Context: an optimization exercise on an open-source flow, tuned for small area. The choices shown serve that exercise and are no tape-out recipe.
The RTL was checked by simulation tests, not by an equivalence proof against the original design.
The clock port is modelled as an ideal driver; clocking choices that lean on that would not hold on a real chip.
Power and IR drop assume default switching activity.

File: flow/config.mk
export PLATFORM = sky130hd
export DESIGN_NAME = TOP_Final
export DESIGN_NICKNAME = TOP_Final
export VERILOG_FILES = /design/flow/design.v
export SDC_FILE = /design/flow/constraint.sdc
export NUM_CORES = 4
export LEC_CHECK = 0
export CAP_MARGIN = 20
export CORE_MARGIN = 2
export CORE_UTILIZATION = 30
export CTS_BUF_LIST = sky130_fd_sc_hd__clkbuf_8
export SLEW_MARGIN = 20
export SYNTH_HIERARCHICAL = 1
export SYNTH_MINIMUM_KEEP_SIZE = 0
File: flow/constraint.sdc
create_clock -name core_clock -period 100.0 [get_ports {i_clk}]
set_input_delay 20.0000 -clock core_clock [delete_from_list [all_inputs] [get_ports {i_clk}]]
set_output_delay 20.0000 -clock core_clock [all_outputs]
set_load 0.01 [all_outputs]
File: flow/design.v
`timescale 1ns / 1ps
module TOP_Final(
    input i_clk,
    input i_reset,
    output [3:0] o_digit,
    output [7:0] o_font
    );
    reg [2:0] b;
    reg [1:0] s;
    reg [4:0] x;
    reg [3:0] d0, d1, d2, d3;
    reg       f;
    wire [2:0] b_n;
    wire [1:0] s_n;
    wire [3:0] d0_n, d1_n, d2_n, d3_n;
    wire       f_n;
    wire       fx;
    always @(posedge i_clk or posedge i_reset) begin
        if (i_reset) begin
            b  <= 3'b000;
            s  <= 2'b00;
            x  <= 5'b01010;
            d0 <= 4'd0;
            d1 <= 4'd0;
            d2 <= 4'd0;
            d3 <= 4'd0;
            f  <= 1'b0;
        end else begin
            b  <= b_n;
            s  <= s_n;
            x  <= {x[3:0], fx};
            d0 <= d0_n;
            d1 <= d1_n;
            d2 <= d2_n;
            d3 <= d3_n;
            f  <= f_n;
        end
    end
    wire t, e, k, inc, fu, fv;
    g_nor2b  g_t  (.a(b[1]), .bn(b[0]), .y(t));           
    g_xnor2  g_b0 (.a(b[2]), .b(t), .y(b_n[0]));
    assign b_n[2:1] = b[1:0];
    g_and2   g_e  (.a(b[2]), .b(t), .y(e));               
    g_xor2   g_s0 (.a(s[0]), .b(e), .y(s_n[0]));
    g_nand2  g_k  (.a(s[0]), .b(e), .y(k));
    g_xnor2  g_s1 (.a(s[1]), .b(k), .y(s_n[1]));
    g_a21oi  g_fu (.a1(x[2]), .a2(x[3]), .b1(x[1]), .y(fu));
    g_o21ai  g_fv (.a1(x[2]), .a2(x[3]), .b1(fu), .y(fv));
    g_xnor2  g_fx (.a(x[4]), .b(fv), .y(fx));
    g_and4   g_in (.a(e), .b(x[0]), .c(x[2]), .d(x[4]), .y(inc));
    g_or2    g_o0 (.a(s[1]), .b(s[0]), .y(o_digit[0]));
    g_nand2b g_o1 (.an(s[1]), .b(s[0]), .y(o_digit[1]));
    g_nand2b g_o2 (.an(s[0]), .b(s[1]), .y(o_digit[2]));
    g_nand2  g_o3 (.a(s[1]), .b(s[0]), .y(o_digit[3]));
    wire a0, w1, w2, wrap, wrap_b;
    g_nand4  g_w1 (.a(a0), .b(d0[1]), .c(f), .d(d3[2]), .y(w1));
    g_nand4  g_w2 (.a(d3[1]), .b(d2[1]), .c(d2[0]), .d(d1[3]), .y(w2));
    g_nor2   g_w  (.a(w1), .b(w2), .y(wrap));
    g_inv    g_wb (.a(wrap), .y(wrap_b));
    wire h01, k02, p0, cb1;
    g_ha     g_00 (.a(d0[0]), .b(inc), .s(d0_n[0]), .co(a0));
    g_xnor2  g_01 (.a(d0[1]), .b(a0), .y(h01));
    g_nor2   g_02 (.a(h01), .b(d0[3]), .y(d0_n[1]));
    g_nand3  g_03 (.a(a0), .b(d0[1]), .c(wrap_b), .y(k02));
    g_xnor2  g_04 (.a(d0[2]), .b(k02), .y(d0_n[2]));
    g_nor2b  g_05 (.a(k02), .bn(d0[2]), .y(p0));
    g_nand2  g_06 (.a(a0), .b(d0[3]), .y(cb1));           
    g_a21o   g_07 (.a1(d0[3]), .a2(cb1), .b1(p0), .y(d0_n[3]));
    wire a1, h11, k12, p1, cb2;
    g_xnor2  g_10 (.a(d1[0]), .b(cb1), .y(d1_n[0]));
    g_nor2b  g_1a (.a(cb1), .bn(d1[0]), .y(a1));
    g_xnor2  g_11 (.a(d1[1]), .b(a1), .y(h11));
    g_nor2   g_12 (.a(h11), .b(d1[3]), .y(d1_n[1]));
    g_nand2  g_13 (.a(a1), .b(d1[1]), .y(k12));
    g_xnor2  g_14 (.a(d1[2]), .b(k12), .y(d1_n[2]));
    g_nor2b  g_15 (.a(k12), .bn(d1[2]), .y(p1));
    g_nand2  g_16 (.a(a1), .b(d1[3]), .y(cb2));
    g_a31o   g_17 (.a1(d1[3]), .a2(cb2), .a3(wrap_b), .b1(p1), .y(d1_n[3]));
    wire a2, h20, h21, k22, p2, cb3;
    g_xor2   g_20 (.a(d2[0]), .b(cb2), .y(h20));
    g_nor2   g_2w (.a(h20), .b(wrap), .y(d2_n[0]));
    g_nor2b  g_2a (.a(cb2), .bn(d2[0]), .y(a2));
    g_xnor2  g_21 (.a(d2[1]), .b(a2), .y(h21));
    g_nor3   g_22 (.a(h21), .b(d2[3]), .c(wrap), .y(d2_n[1]));
    g_nand2  g_23 (.a(a2), .b(d2[1]), .y(k22));
    g_xnor2  g_24 (.a(d2[2]), .b(k22), .y(d2_n[2]));
    g_nor2b  g_25 (.a(k22), .bn(d2[2]), .y(p2));
    g_nand2  g_26 (.a(a2), .b(d2[3]), .y(cb3));
    g_a21o   g_27 (.a1(d2[3]), .a2(cb3), .b1(p2), .y(d2_n[3]));
    wire a3, h31, k32, h32, p3, cb4, fb;
    g_xnor2  g_30 (.a(d3[0]), .b(cb3), .y(d3_n[0]));
    g_nor2b  g_3a (.a(cb3), .bn(d3[0]), .y(a3));
    g_xnor2  g_31 (.a(d3[1]), .b(a3), .y(h31));
    g_nor3   g_32 (.a(h31), .b(d3[3]), .c(wrap), .y(d3_n[1]));
    g_nand2  g_33 (.a(a3), .b(d3[1]), .y(k32));
    g_xor2   g_34 (.a(d3[2]), .b(k32), .y(h32));
    g_nor2   g_3w (.a(h32), .b(wrap), .y(d3_n[2]));
    g_nor2b  g_35 (.a(k32), .bn(d3[2]), .y(p3));
    g_nand2  g_36 (.a(a3), .b(d3[3]), .y(cb4));
    g_a21o   g_37 (.a1(d3[3]), .a2(cb4), .b1(p3), .y(d3_n[3]));
    g_nand2  g_f0 (.a(f), .b(wrap_b), .y(fb));
    g_nand2  g_f1 (.a(fb), .b(cb4), .y(f_n));
    wire [3:0] m;
    g_mux4 g_m0 (.a0(d0[0]), .a1(d1[0]), .a2(d2[0]), .a3(d3[0]), .s0(s[0]), .s1(s[1]), .y(m[0]));
    g_mux4 g_m1 (.a0(d0[1]), .a1(d1[1]), .a2(d2[1]), .a3(d3[1]), .s0(s[0]), .s1(s[1]), .y(m[1]));
    g_mux4 g_m2 (.a0(d0[2]), .a1(d1[2]), .a2(d2[2]), .a3(d3[2]), .s0(s[0]), .s1(s[1]), .y(m[2]));
    g_mux4 g_m3 (.a0(d0[3]), .a1(d1[3]), .a2(d2[3]), .a3(d3[3]), .s0(s[0]), .s1(s[1]), .y(m[3]));
    wire n0, n1, n2, n3, n4, n5, n6, n7, n8;
    g_inv    g_d0 (.a(m[0]), .y(n0));
    g_inv    g_d1 (.a(m[1]), .y(n1));
    g_nor2   g_d2 (.a(n0), .b(n1), .y(n2));
    g_o21ai  g_d3 (.a1(m[0]), .a2(m[1]), .b1(m[2]), .y(n3));
    g_nor2   g_d4 (.a(n3), .b(n2), .y(o_font[1]));
    g_nor2   g_d5 (.a(m[2]), .b(m[0]), .y(n4));
    g_nor2   g_d6 (.a(m[2]), .b(n1), .y(n5));
    g_nor4   g_d7 (.a(m[3]), .b(n4), .c(n5), .d(o_font[1]), .y(o_font[3]));
    g_nor2   g_d8 (.a(m[2]), .b(m[3]), .y(n6));
    g_inv    g_d9 (.a(n6), .y(n7));
    g_nor3   g_da (.a(m[0]), .b(n1), .c(n7), .y(o_font[2]));
    g_a211oi g_db (.a1(n7), .a2(m[0]), .b1(m[1]), .c1(n4), .y(o_font[0]));
    g_nor2   g_dc (.a(n6), .b(n2), .y(n8));
    g_nor2   g_dd (.a(n5), .b(n8), .y(o_font[6]));
    g_a21oi  g_de (.a1(n0), .a2(n1), .b1(n8), .y(o_font[5]));
    g_a21oi  g_df (.a1(n0), .a2(m[1]), .b1(n4), .y(o_font[4]));
    assign o_font[7] = 1'b1;
endmodule
module g_inv   (input a, output y);                 assign y = ~a;                 endmodule
module g_nand2 (input a, input b, output y);        assign y = ~(a & b);           endmodule
module g_nor2  (input a, input b, output y);        assign y = ~(a | b);           endmodule
module g_and2  (input a, input b, output y);        assign y = a & b;              endmodule
module g_or2   (input a, input b, output y);        assign y = a | b;              endmodule
module g_xor2  (input a, input b, output y);        assign y = a ^ b;              endmodule
module g_xnor2 (input a, input b, output y);        assign y = ~(a ^ b);           endmodule
module g_nor2b (input a, input bn, output y);       assign y = ~a & bn;            endmodule
module g_nand2b(input an, input b, output y);       assign y = an | ~b;            endmodule
module g_nand3 (input a, input b, input c, output y); assign y = ~(a & b & c);     endmodule
module g_nor3  (input a, input b, input c, output y); assign y = ~(a | b | c);     endmodule
module g_nand4 (input a, input b, input c, input d, output y); assign y = ~(a & b & c & d); endmodule
module g_nor4  (input a, input b, input c, input d, output y); assign y = ~(a | b | c | d); endmodule
module g_and4  (input a, input b, input c, input d, output y); assign y = a & b & c & d;    endmodule
module g_a21o  (input a1, input a2, input b1, output y);  assign y = (a1 & a2) | b1;        endmodule
module g_a31o  (input a1, input a2, input a3, input b1, output y); assign y = (a1 & a2 & a3) | b1; endmodule
module g_a21oi (input a1, input a2, input b1, output y);  assign y = ~((a1 & a2) | b1);     endmodule
module g_o21ai (input a1, input a2, input b1, output y);  assign y = ~((a1 | a2) & b1);     endmodule
module g_a211oi(input a1, input a2, input b1, input c1, output y); assign y = ~((a1 & a2) | b1 | c1); endmodule
module g_ha    (input a, input b, output s, output co); assign s = a ^ b; assign co = a & b; endmodule
module g_mux4  (input a0, input a1, input a2, input a3, input s0, input s1, output y);
    assign y = s1 ? (s0 ? a3 : a2) : (s0 ? a1 : a0);
endmodule
File: flow/flow/run.sh
#!/bin/bash
# The standard ORFS layout (standard.sh) with three changes:
#  - before floorplanning, every logic cell is set to the smallest drive of its own
#    family (flow/downsize.tcl); the resizer later upsizes any cell that needs it;
#  - the port buffers use the smallest buffer cell;
#  - after clock tree synthesis the tree's root buffer is removed, so the clock port
#    drives the leaf clock buffers directly (flow/post_cts.tcl).
set -euo pipefail
cd "$(dirname "$0")/.."
W="$PWD"
bash standard.sh "BUFFER_PORTS_ARGS=-buffer_cell sky130_fd_sc_hd__buf_1" \
  "PRE_FLOORPLAN_TCL=$W/flow/downsize.tcl" "POST_CTS_TCL=$W/flow/post_cts.tcl" \
  finish > "$W/standard_flow.log" 2>&1
File: flow/flow/downsize.tcl
# Replace every cell by the smallest-area cell of its own family (same name but the drive suffix).
proc ds_downsize {} {
  set n 0; set saved 0.0
  foreach inst [get_cells *] {
    set lc [get_lib_cells -of_objects $inst]
    set name [get_name $lc]
    if {![regexp {^(sky130_fd_sc_hd__[a-z0-9]+)_([0-9]+)$} $name -> base drv]} continue
    if {[regexp {__(df|sdf|edf|sedf|dl)} $base] || [string match "*clkbuf*" $base] || [string match "*clkinv*" $base] || [string match "*tap*" $base] || [string match "*fill*" $base] || [string match "*decap*" $base] || [string match "*conb*" $base]} continue
    set best $name; set barea [get_property $lc area]
    foreach c [get_lib_cells ${base}_*] {
      set cn [get_name $c]
      if {![regexp "^${base}_\[0-9\]+\$" $cn]} continue
      if {[get_property $c dont_use]} continue
      set a [get_property $c area]
      if {$a < $barea - 1e-6} { set best $cn; set barea $a }
    }
    if {$best ne $name} {
      set saved [expr {$saved + [get_property $lc area] - $barea}]
      replace_cell $inst [get_lib_cells $best]
      incr n
    }
  }
  puts "downsize: replaced $n cells, saved $saved um2"
}

ds_downsize
File: flow/flow/post_cts.tcl
# Remove the clock tree's root buffer: the clock port then drives the few leaf clock
# buffers directly (the leaf buffers still drive every register).
proc pc_remove_root {} {
  set block [ord::get_db_block]
  set clk [$block findNet i_clk]
  set roots {}
  foreach it [$clk getITerms] {
    set inst [$it getInst]
    if {[string match "sky130_fd_sc_hd__clkbuf_*" [[$inst getMaster] getName]]} { lappend roots $inst }
  }
  if {[llength $roots] != 1} { puts "post_cts: [llength $roots] buffers on i_clk, nothing removed"; return }
  set root [lindex $roots 0]
  set out [[$root findITerm X] getNet]
  set loads {}
  foreach it [$out getITerms] {
    if {[$it getInst] ne $root} { lappend loads $it }
  }
  if {[llength $loads] > 4} { puts "post_cts: root drives [llength $loads] pins, nothing removed"; return }
  foreach it $loads { $it disconnect; $it connect $clk }
  odb::dbInst_destroy $root
  odb::dbNet_destroy $out
  puts "post_cts: removed root clock buffer, i_clk now drives [llength $loads] pins"
}
pc_remove_root
File: flow/standard.sh
#!/bin/bash
# synth_recipe.tcl (not shown) runs the flow's synth.tcl, then flattens the netlist and writes it again
# the make line also repeats each setting of config.mk as NAME=value (left out here)
make -C /OpenROAD-flow-scripts/flow DESIGN_CONFIG=/design/flow/config.mk WORK_HOME=/design/flow/orfs CLKGATE_MAP_FILE= SYNTH_SCRIPT=/design/flow/synth_recipe.tcl "${@:-finish}"
==> results of run 1 <==
metal layers:
| layer | up-vias | global-route usage (%) | share of wire (%) |
|---|---|---|---|
| met1 | 410 | 13.8 | 46 |
| met2 | 15 | 17.9 | 48 |
| met5 | - | 0 | 0 |
| li1 | 382 | - | - |
| met3 | 5 | 3.00 | 3.8 |
| met4 | 0 | 4.08 | 2.1 |
through the flow:
step,hold WS [ns],instance area [sq um],worst slack (ns)
after global routing,0.397,1350,77.81
after floorplan,0.347,1210,78.25
after detailed placement,0.360,1320,78.15
final,0.383,1350,77.96
after global placement,0.358,1320,78.26
worst max-delay path, delay by kind of cell, from the launching register on:
kind	cells	cell delay (ns)
simple gates	2	0.33
compound gates	1	0.15
flops	1	0.60
mux	1	0.61
buf+inv	1	0.19
power groups by stage:
stage	clock network, mW	logic [mW]	registers [mW]
floorplan	0	0.000190	0.0111
global placement	0	0.000235	0.0111
detailed placement	0	0.000254	0.0111
global route	0.00575	0.000280	0.0109
finish	0.00517	0.000232	0.0109
sequential cells by signal, summed over array words and instances, names as in the netlist:
| name | count |
|---|---|
| x | 5 |
| d0 | 4 |
| d3 | 4 |
| d2 | 4 |
| s | 2 |
| d1 | 4 |
| b | 3 |
| f | 1 |
final cells by class:
cell class | instances | share of cell area, %
clock buffer | 2 | 2.04
inverter | 5 | 1.39
timing repair buffer | 12 | 3.33
clock inverter | 1 | 0.648
multi-input combinational | 74 | 37.8
tap | 50 | 4.63
sequential | 27 | 50.2
path summary, 6_finish.rpt:
kind,from,to,cells past startpoint
setup / recovery,s[0],o_font[3],5
hold / removal,b[0],b[1],0
setup reg to reg,b[1],d3[2],13
hold reg to reg,b[0],b[1],0
max in group asynchronous,i_reset,d3[3],2
min in group asynchronous,i_reset,x[4],2
==> results.json, run 1 <==
{
  "status": "no timing/DRC/antenna violations",
  "clkTransAtPathRegs_ns": 0.10,
  "max-vdd-ir-drop_uv": 4.86,
  "antenna_cells_inserted": 0,
  "fin_total_pwr_mw": 0.0163,
  "swShare_pct": 20.4,
  "comb_power_share_pct": 1.4,
  "final_cell_mix": "25 x sky130_fd_sc_hd__dfrtp_1, 12 x sky130_fd_sc_hd__xnor2_1, 12 x sky130_fd_sc_hd__nor2_1, 12 x sky130_fd_sc_hd__buf_1, 11 x sky130_fd_sc_hd__nand2_1",
  "area.sequential_sq_um": 678,
  "final_common_cell": "sky130_fd_sc_hd__dfrtp_1",
  "power.sequential.fraction_pct": 66.9,
  "drive_gt1_share_pct": 7.44,
  "timing.critical_path.to_type": "primary output",
  "grt_use_total_pct": 10.9,
  "largest_net_degree_at_the_start_of_global_routing": 28,
  "per_cell_routed_wire_length_microns": 13.4,
  "max_slew.worst_pin.slew_ns": 0.932,
  "worst_hold_check_path_type": "flip-flop to flip-flop",
  "clock_tree_from_tritoncts": "yes",
  "io_pins": 14,
  "cp_max_fo": 10,
  "design.final.nets": 125,
  "design.die.area_sq_um": 4560,
  "postRouteWirelength_mm": 2.29,
  "syn_nets": 110,
  "cts.sink_count": 27,
  "io_buffer_count": 12,
  "worstPathArrival_ns": 2.04,
  "yosys_warnings": 7,
  "timing_worst_setup_path_type": "flip-flop to primary output",
  "layout.filler_cells": 381,
  "route.vias.total": 812,
  "worstSkewPairLatency_ns": 0.15,
  "clock-skew-final_ns": 0.00287,
  "critical_path_slowest_stage_cell": "sky130_fd_sc_hd__mux4_2",
  "critical_path_required_ns": 80.00,
  "tcrit_tclk_final_pct": 22.0,
  "share_clk_of_total_power_pct": 31.7,
  "final.setup.tns_ns": 0,
  "drtAntennaViolNets": 0,
  "post-route-util_pct": 34.3,
  "maxSlewHeadroom_pct": 37.5,
  "drc_errors": 0,
  "p_leak_nw": 0.589,
  "critical-path-max-stage-delay_ns": 0.61,
  "placedCellCount": 168,
  "net_sw_power_mw": 0.00333,
  "crit_path_cell_trace": "mux4_2, o21ai_1, nor2_1, nor4_1, buf_1",
  "number_of_antenna_violations_at_the_first_check_in_global_routing": 0,
  "rsz0062_at_grt": "false",
  "die-width_microns": 67.5,
  "netlist_instances": 107,
  "r2r_slack_ns": 97.16,
  "cellInternalPower_mw": 0.0130,
  "core.rowCount": 23,
  "number_of_global_route_vias_before_repair": 767,
  "detail_route.iter0.violations": 40,
  "global_route.overflow_total": 0,
  "detailedPlacementHpwl_mm": 1.75,
  "timing.critical_path.from_type": "flip-flop",
  "powerDensity_nw_per_um2": 12.1,
  "final-max-slew-violation-count": 0,
  "design.core.area_sq_um": 3940,
  "maxCapViolCount": 0,
  "grt_first_pass_wirelength_mm": 3.74,
  "drtPass1Iterations": 4,
  "floorplan.initialDensity_pct": 30.7,
  "detail_route.vias_per_cell": 4.75,
  "timing.fmax_mhz": 45.4,
  "gp_congestion": 0.838,
  "die_height_microns": 67.5,
  "report.final.setup_viol": 0,
  "finalHoldViolations": 0,
  "final_period_minus_worst_setup_slack_ns": 22.04,
  "multi_input_area_sq_um": 510,
  "final_cells": 171
}
==> run 2, diff against run 1 <==
--- a/flow/design.v
+++ b/flow/design.v
@@ -5,11 +5,18 @@
     output [3:0] o_digit,
     output [7:0] o_font
     );
-    reg [2:0] b;
+    reg       b0, b2;
     reg [1:0] s;
-    reg [4:0] x;
-    reg [3:0] d0, d1, d2, d3;
-    reg       f;
+    reg       x0, x2, x4;
+    reg [3:0] d0;
+    reg       d1_0, d1_2, d1_3, d2_2, d2_3, d3_0, d3_3;
+    reg       b1, x1, x3;
+    reg       d1_1, d2_0, d2_1, d3_1, d3_2, f;
+    wire [2:0] b = {b2, b1, b0};
+    wire [4:0] x = {x4, x3, x2, x1, x0};
+    wire [3:0] d1 = {d1_3, d1_2, d1_1, d1_0};
+    wire [3:0] d2 = {d2_3, d2_2, d2_1, d2_0};
+    wire [3:0] d3 = {d3_3, d3_2, d3_1, d3_0};
     wire [2:0] b_n;
     wire [1:0] s_n;
     wire [3:0] d0_n, d1_n, d2_n, d3_n;
@@ -17,29 +24,51 @@
     wire       fx;
     always @(posedge i_clk or posedge i_reset) begin
         if (i_reset) begin
-            b  <= 3'b000;
+            b0 <= 1'b0;
+            b2 <= 1'b0;
             s  <= 2'b00;
-            x  <= 5'b01010;
+            x0 <= 1'b0;
+            x2 <= 1'b1;
+            x4 <= 1'b1;
             d0 <= 4'd0;
-            d1 <= 4'd0;
-            d2 <= 4'd0;
-            d3 <= 4'd0;
-            f  <= 1'b0;
+            d1_0 <= 1'b0;
+            d1_2 <= 1'b0;
+            d1_3 <= 1'b0;
+            d2_2 <= 1'b0;
+            d2_3 <= 1'b0;
+            d3_0 <= 1'b0;
+            d3_3 <= 1'b0;
         end else begin
-            b  <= b_n;
+            b0 <= b_n[0];
+            b2 <= b1;
             s  <= s_n;
-            x  <= {x[3:0], fx};
+            x0 <= fx;
+            x2 <= x1;
+            x4 <= x3;
             d0 <= d0_n;
-            d1 <= d1_n;
-            d2 <= d2_n;
-            d3 <= d3_n;
-            f  <= f_n;
+            d1_0 <= d1_n[0];
+            d1_2 <= d1_n[2];
+            d1_3 <= d1_n[3];
+            d2_2 <= d2_n[2];
+            d2_3 <= d2_n[3];
+            d3_0 <= d3_n[0];
+            d3_3 <= d3_n[3];
         end
+    end
+    always @(posedge i_clk) begin
+        b1   <= b0;
+        x1   <= x0;
+        x3   <= x2;
+        d1_1 <= d1_n[1];
+        d2_0 <= d2_n[0];
+        d2_1 <= d2_n[1];
+        d3_1 <= d3_n[1];
+        d3_2 <= d3_n[2];
+        f    <= f_n;
     end
     wire t, e, k, inc, fu, fv;
     g_nor2b  g_t  (.a(b[1]), .bn(b[0]), .y(t));           
     g_xnor2  g_b0 (.a(b[2]), .b(t), .y(b_n[0]));
-    assign b_n[2:1] = b[1:0];
     g_and2   g_e  (.a(b[2]), .b(t), .y(e));               
     g_xor2   g_s0 (.a(s[0]), .b(e), .y(s_n[0]));
     g_nand2  g_k  (.a(s[0]), .b(e), .y(k));
@@ -47,16 +76,16 @@
     g_a21oi  g_fu (.a1(x[2]), .a2(x[3]), .b1(x[1]), .y(fu));
     g_o21ai  g_fv (.a1(x[2]), .a2(x[3]), .b1(fu), .y(fv));
     g_xnor2  g_fx (.a(x[4]), .b(fv), .y(fx));
-    g_and4   g_in (.a(e), .b(x[0]), .c(x[2]), .d(x[4]), .y(inc));
+    g_and4   g_in (.a(e), .b(x[1]), .c(x[2]), .d(x[3]), .y(inc));
     g_or2    g_o0 (.a(s[1]), .b(s[0]), .y(o_digit[0]));
     g_nand2b g_o1 (.an(s[1]), .b(s[0]), .y(o_digit[1]));
     g_nand2b g_o2 (.an(s[0]), .b(s[1]), .y(o_digit[2]));
     g_nand2  g_o3 (.a(s[1]), .b(s[0]), .y(o_digit[3]));
-    wire a0, w1, w2, wrap, wrap_b;
+    wire a0, w1, w2, clr, wrap_b;
     g_nand4  g_w1 (.a(a0), .b(d0[1]), .c(f), .d(d3[2]), .y(w1));
     g_nand4  g_w2 (.a(d3[1]), .b(d2[1]), .c(d2[0]), .d(d1[3]), .y(w2));
-    g_nor2   g_w  (.a(w1), .b(w2), .y(wrap));
-    g_inv    g_wb (.a(wrap), .y(wrap_b));
+    g_or2    g_wb (.a(w1), .b(w2), .y(wrap_b));
+    g_o21bai g_cl (.a1(w1), .a2(w2), .b1n(i_reset), .y(clr));
     wire h01, k02, p0, cb1;
     g_ha     g_00 (.a(d0[0]), .b(inc), .s(d0_n[0]), .co(a0));
     g_xnor2  g_01 (.a(d0[1]), .b(a0), .y(h01));
@@ -70,7 +99,7 @@
     g_xnor2  g_10 (.a(d1[0]), .b(cb1), .y(d1_n[0]));
     g_nor2b  g_1a (.a(cb1), .bn(d1[0]), .y(a1));
     g_xnor2  g_11 (.a(d1[1]), .b(a1), .y(h11));
-    g_nor2   g_12 (.a(h11), .b(d1[3]), .y(d1_n[1]));
+    g_nor3   g_12 (.a(h11), .b(d1[3]), .c(i_reset), .y(d1_n[1]));
     g_nand2  g_13 (.a(a1), .b(d1[1]), .y(k12));
     g_xnor2  g_14 (.a(d1[2]), .b(k12), .y(d1_n[2]));
     g_nor2b  g_15 (.a(k12), .bn(d1[2]), .y(p1));
@@ -78,10 +107,10 @@
     g_a31o   g_17 (.a1(d1[3]), .a2(cb2), .a3(wrap_b), .b1(p1), .y(d1_n[3]));
     wire a2, h20, h21, k22, p2, cb3;
     g_xor2   g_20 (.a(d2[0]), .b(cb2), .y(h20));
-    g_nor2   g_2w (.a(h20), .b(wrap), .y(d2_n[0]));
+    g_nor2   g_2w (.a(h20), .b(clr), .y(d2_n[0]));
     g_nor2b  g_2a (.a(cb2), .bn(d2[0]), .y(a2));
     g_xnor2  g_21 (.a(d2[1]), .b(a2), .y(h21));
-    g_nor3   g_22 (.a(h21), .b(d2[3]), .c(wrap), .y(d2_n[1]));
+    g_nor3   g_22 (.a(h21), .b(d2[3]), .c(clr), .y(d2_n[1]));
     g_nand2  g_23 (.a(a2), .b(d2[1]), .y(k22));
     g_xnor2  g_24 (.a(d2[2]), .b(k22), .y(d2_n[2]));
     g_nor2b  g_25 (.a(k22), .bn(d2[2]), .y(p2));
@@ -91,15 +120,15 @@
     g_xnor2  g_30 (.a(d3[0]), .b(cb3), .y(d3_n[0]));
     g_nor2b  g_3a (.a(cb3), .bn(d3[0]), .y(a3));
     g_xnor2  g_31 (.a(d3[1]), .b(a3), .y(h31));
-    g_nor3   g_32 (.a(h31), .b(d3[3]), .c(wrap), .y(d3_n[1]));
+    g_nor3   g_32 (.a(h31), .b(d3[3]), .c(clr), .y(d3_n[1]));
     g_nand2  g_33 (.a(a3), .b(d3[1]), .y(k32));
     g_xor2   g_34 (.a(d3[2]), .b(k32), .y(h32));
-    g_nor2   g_3w (.a(h32), .b(wrap), .y(d3_n[2]));
+    g_nor2   g_3w (.a(h32), .b(clr), .y(d3_n[2]));
     g_nor2b  g_35 (.a(k32), .bn(d3[2]), .y(p3));
     g_nand2  g_36 (.a(a3), .b(d3[3]), .y(cb4));
     g_a21o   g_37 (.a1(d3[3]), .a2(cb4), .b1(p3), .y(d3_n[3]));
     g_nand2  g_f0 (.a(f), .b(wrap_b), .y(fb));
-    g_nand2  g_f1 (.a(fb), .b(cb4), .y(f_n));
+    g_a21oi  g_f1 (.a1(fb), .a2(cb4), .b1(i_reset), .y(f_n));
     wire [3:0] m;
     g_mux4 g_m0 (.a0(d0[0]), .a1(d1[0]), .a2(d2[0]), .a3(d3[0]), .s0(s[0]), .s1(s[1]), .y(m[0]));
     g_mux4 g_m1 (.a0(d0[1]), .a1(d1[1]), .a2(d2[1]), .a3(d3[1]), .s0(s[0]), .s1(s[1]), .y(m[1]));
@@ -143,6 +172,7 @@
 module g_a21oi (input a1, input a2, input b1, output y);  assign y = ~((a1 & a2) | b1);     endmodule
 module g_o21ai (input a1, input a2, input b1, output y);  assign y = ~((a1 | a2) & b1);     endmodule
 module g_a211oi(input a1, input a2, input b1, input c1, output y); assign y = ~((a1 & a2) | b1 | c1); endmodule
+module g_o21bai(input a1, input a2, input b1n, output y); assign y = ~((a1 | a2) & ~b1n); endmodule
 module g_ha    (input a, input b, output s, output co); assign s = a ^ b; assign co = a & b; endmodule
 module g_mux4  (input a0, input a1, input a2, input a3, input s0, input s1, output y);
     assign y = s1 ? (s0 ? a3 : a2) : (s0 ? a1 : a0);
==> run 2 against run 1 <==
Net effect: count of clock-buffer cells in the layout stayed put; sequential power hardly changed; largest cell class unchanged; final cell count is 1.2% lower; critical endpoint unchanged; still clean; clock power is 9.7% lower; first-iteration DRC count is 35% lower; sequential cell count stayed put.
==> results.json, run 2 <==
{
  "cp_max_fo": 10,
  "registers.top_by_ff_count": "d0",
  "floorplan.initialDensity_pct": 31.6,
  "critical-path-max-stage-delay_ns": 0.61,
  "worstSkewPairLatency_ns": 0.15,
  "p_leak_nw": 0.526,
  "top_layer_used": "met4",
  "final_cell_mix": "16 x sky130_fd_sc_hd__dfrtp_1, 12 x sky130_fd_sc_hd__xnor2_1, 12 x sky130_fd_sc_hd__buf_1, 10 x sky130_fd_sc_hd__nor2_1, 10 x sky130_fd_sc_hd__nand2_1",
  "number_of_antenna_violations_at_the_first_check_in_global_routing": 0,
  "global_route.overflow_total": 0,
  "crit_path_cell_trace": "mux4_2, o21ai_1, nor2_1, nor4_1, buf_1",
  "postRouteWirelength_mm": 2.07,
  "post-route-cell-area_sq_um": 1310,
  "clock-skew-final_ns": 0.00337,
  "drive_gt1_share_pct": 7.44,
  "per_cell_routed_wire_length_microns": 12.2,
  "worst_r2r_path_depth": 13,
  "area.sequential_sq_um": 633,
  "design.die.area_sq_um": 4430,
  "worstPathArrival_ns": 2.02,
  "maxCapViolCount": 0,
  "route.vias.total": 773,
  "io_pins": 14,
  "rsz0062_at_grt": "false",
  "max_slew.worst_pin.slew_ns": 0.681,
  "finalWorstSetupSlack_ns": 77.98,
  "syn_nets": 110,
  "die-width_microns": 66.6,
  "clock_tree_from_tritoncts": "yes",
  "wl_met2_microns": 999,
  "largest_register_ff_count": 4,
  "multi_input_area_sq_um": 523,
  "fin_total_pwr_mw": 0.0157,
  "cp.depth": 5,
  "drt-met1-wl_microns": 969,
  "grt_use_total_pct": 10.8,
  "timing.critical_path.to_type": "primary output",
  "detailroute.wirelength.met3_microns": 44,
  "cts.sink_count": 27,
  "antenna_cells_inserted": 0,
  "drtAntennaViolNets": 0,
  "tcrit_tclk_final_pct": 22.0,
  "crit-reg2reg-launch": "b0",
  "gp_congestion": 0.807,
  "clkTransAtPathRegs_ns": 0.09,
  "number_of_global_route_vias_before_repair": 785,
  "grt_first_pass_wirelength_mm": 3.62,
  "critical_path_required_ns": 80.00,
  "pre_cts_setup_slack_ns": 78.15,
  "timing.fmax_mhz": 45.4,
  "status": "no timing/DRC/antenna violations",
  "placed_area_sq_um": 1280,
  "finalHoldViolations": 0,
  "final.setup.tns_ns": 0,
  "detail_route.iter0.violations": 26,
  "drtPass1Iterations": 2,
  "design.final.nets": 125,
  "core.rowCount": 22,
  "die_height_microns": 66.6,
  "crit_path_end": "o_font[3]",
  "detailedPlacementHpwl_mm": 1.66,
  "max-vdd-ir-drop_uv": 3.71,
  "path_delay_family": "multiplexers",
  "critPathLaunch": "s[0]",
  "largest_net_degree_at_the_start_of_global_routing": 19,
  "io_buffer_count": 12,
  "timing_worst_setup_path_type": "flip-flop to primary output",
  "drc_errors": 0,
  "yosys_warnings": 7,
  "r2r_slack_ns": 97.13,
  "timing.critical_path.from_type": "flip-flop",
  "layout.filler_cells": 376,
  "worst-path-buf-inv": 1,
  "powerDensity_nw_per_um2": 12.0,
  "critical_path_slowest_stage_cell": "sky130_fd_sc_hd__mux4_2",
  "report.final.setup_viol": 0,
  "design.core.area_sq_um": 3720,
  "worst_hold_check_path_type": "flip-flop to flip-flop",
  "netlist_instances": 107,
  "largest_registers": "d0: 4 flops, s: 2 flops",
  "final-max-slew-violation-count": 0,
  "final_period_minus_worst_setup_slack_ns": 22.02,
  "maxSlewHeadroom_pct": 54.6,
  "detail_route.vias_per_cell": 4.57,
  "final_common_cell": "sky130_fd_sc_hd__dfrtp_1",
  "r2r-end": "d3_2"
}
==> run 2: area by class of cell <==
type / count / share of cell area [%]
clock buffer: 2 / 2.10
inverter: 4 / 1.15
timing repair buffer: 12 / 3.44
tap: 48 / 4.59
multi-input combinational: 75 / 40.0
sequential: 27 / 48.4
clock inverter: 1 / 0.382
==> run 2: through the flow <==
step	util (%)	hold slack [ns]	cells
final	35.2	0.329	169
after global routing	35.2	0.335	169
after floorplan	-	0.305	107
after detailed placement	34.3	0.317	166
after global placement	34.3	0.312	166
==> run 2: metal layers <==
layer	vias to the layer above	GRT usage, %
met2	11	19.1
met4	0	6.12
met5	-	0
met3	3	1.01
li1	388	-
met1	371	12.8
==> run 2: how the worst min path moves through the flow <==
stage / startpoint / end / slack, ns / depth (start not counted)
floorplan: x1 / x2 / 0.30 / 0
global placement: x1 / x2 / 0.31 / 0
detailed placement: x1 / x2 / 0.32 / 0
global route: x1 / x2 / 0.33 / 0
finish: x1 / x2 / 0.33 / 0
==> run 2: where the power goes <==
group                  switching (mW)  internal [mW]  total (mW)
sequential     0.00000000000000000128         0.0109      0.0109
combinational                0.000195      0.0000243    0.000219
clock                         0.00274        0.00193     0.00467
total                         0.00293         0.0128      0.0157
==> run 2: worst reg2reg max path, cell delays in order (launching register included) <==
cell and delay, ns:
sky130_fd_sc_hd__dfrtp_1 0.35, sky130_fd_sc_hd__nor2b_1 0.18, sky130_fd_sc_hd__and2_1 0.20, sky130_fd_sc_hd__and4_1 0.21
sky130_fd_sc_hd__ha_1 0.23, sky130_fd_sc_hd__nand2_1 0.13, sky130_fd_sc_hd__nor2b_1 0.27, sky130_fd_sc_hd__nand2_1 0.17
sky130_fd_sc_hd__nor2b_1 0.27, sky130_fd_sc_hd__nand2_1 0.15, sky130_fd_sc_hd__nor2b_1 0.25, sky130_fd_sc_hd__nand2_1 0.13
sky130_fd_sc_hd__xor2_1 0.16, sky130_fd_sc_hd__nor2_1 0.05

==> afterwards: timing with drivers on the ports <==
The results above use ideal ports. As a check the final layouts listed here were re-extracted and re-timed, cells and wires unchanged.
Step 1 assumes that a clkbuf_16 drives the clock port and a buf_2 every other input.
Step 2 times the ports against the registers' clock, not the clock port: input delays grow and output delays shrink by t, the midpoint of the rising clock arrivals with the driver on.
a / b / c = ideal / step 1 / step 2; a / b = the first two.
run | t (ns) | setup slack, ns | worst data-port slew with drivers (ns)
run 1 | 0.186 | 77.964 / 77.929 / 78.115 | 0.03
run 2 | 0.180 | 77.977 / 77.941 / 78.121 | 0.03
After both steps every run listed still meets setup and hold.
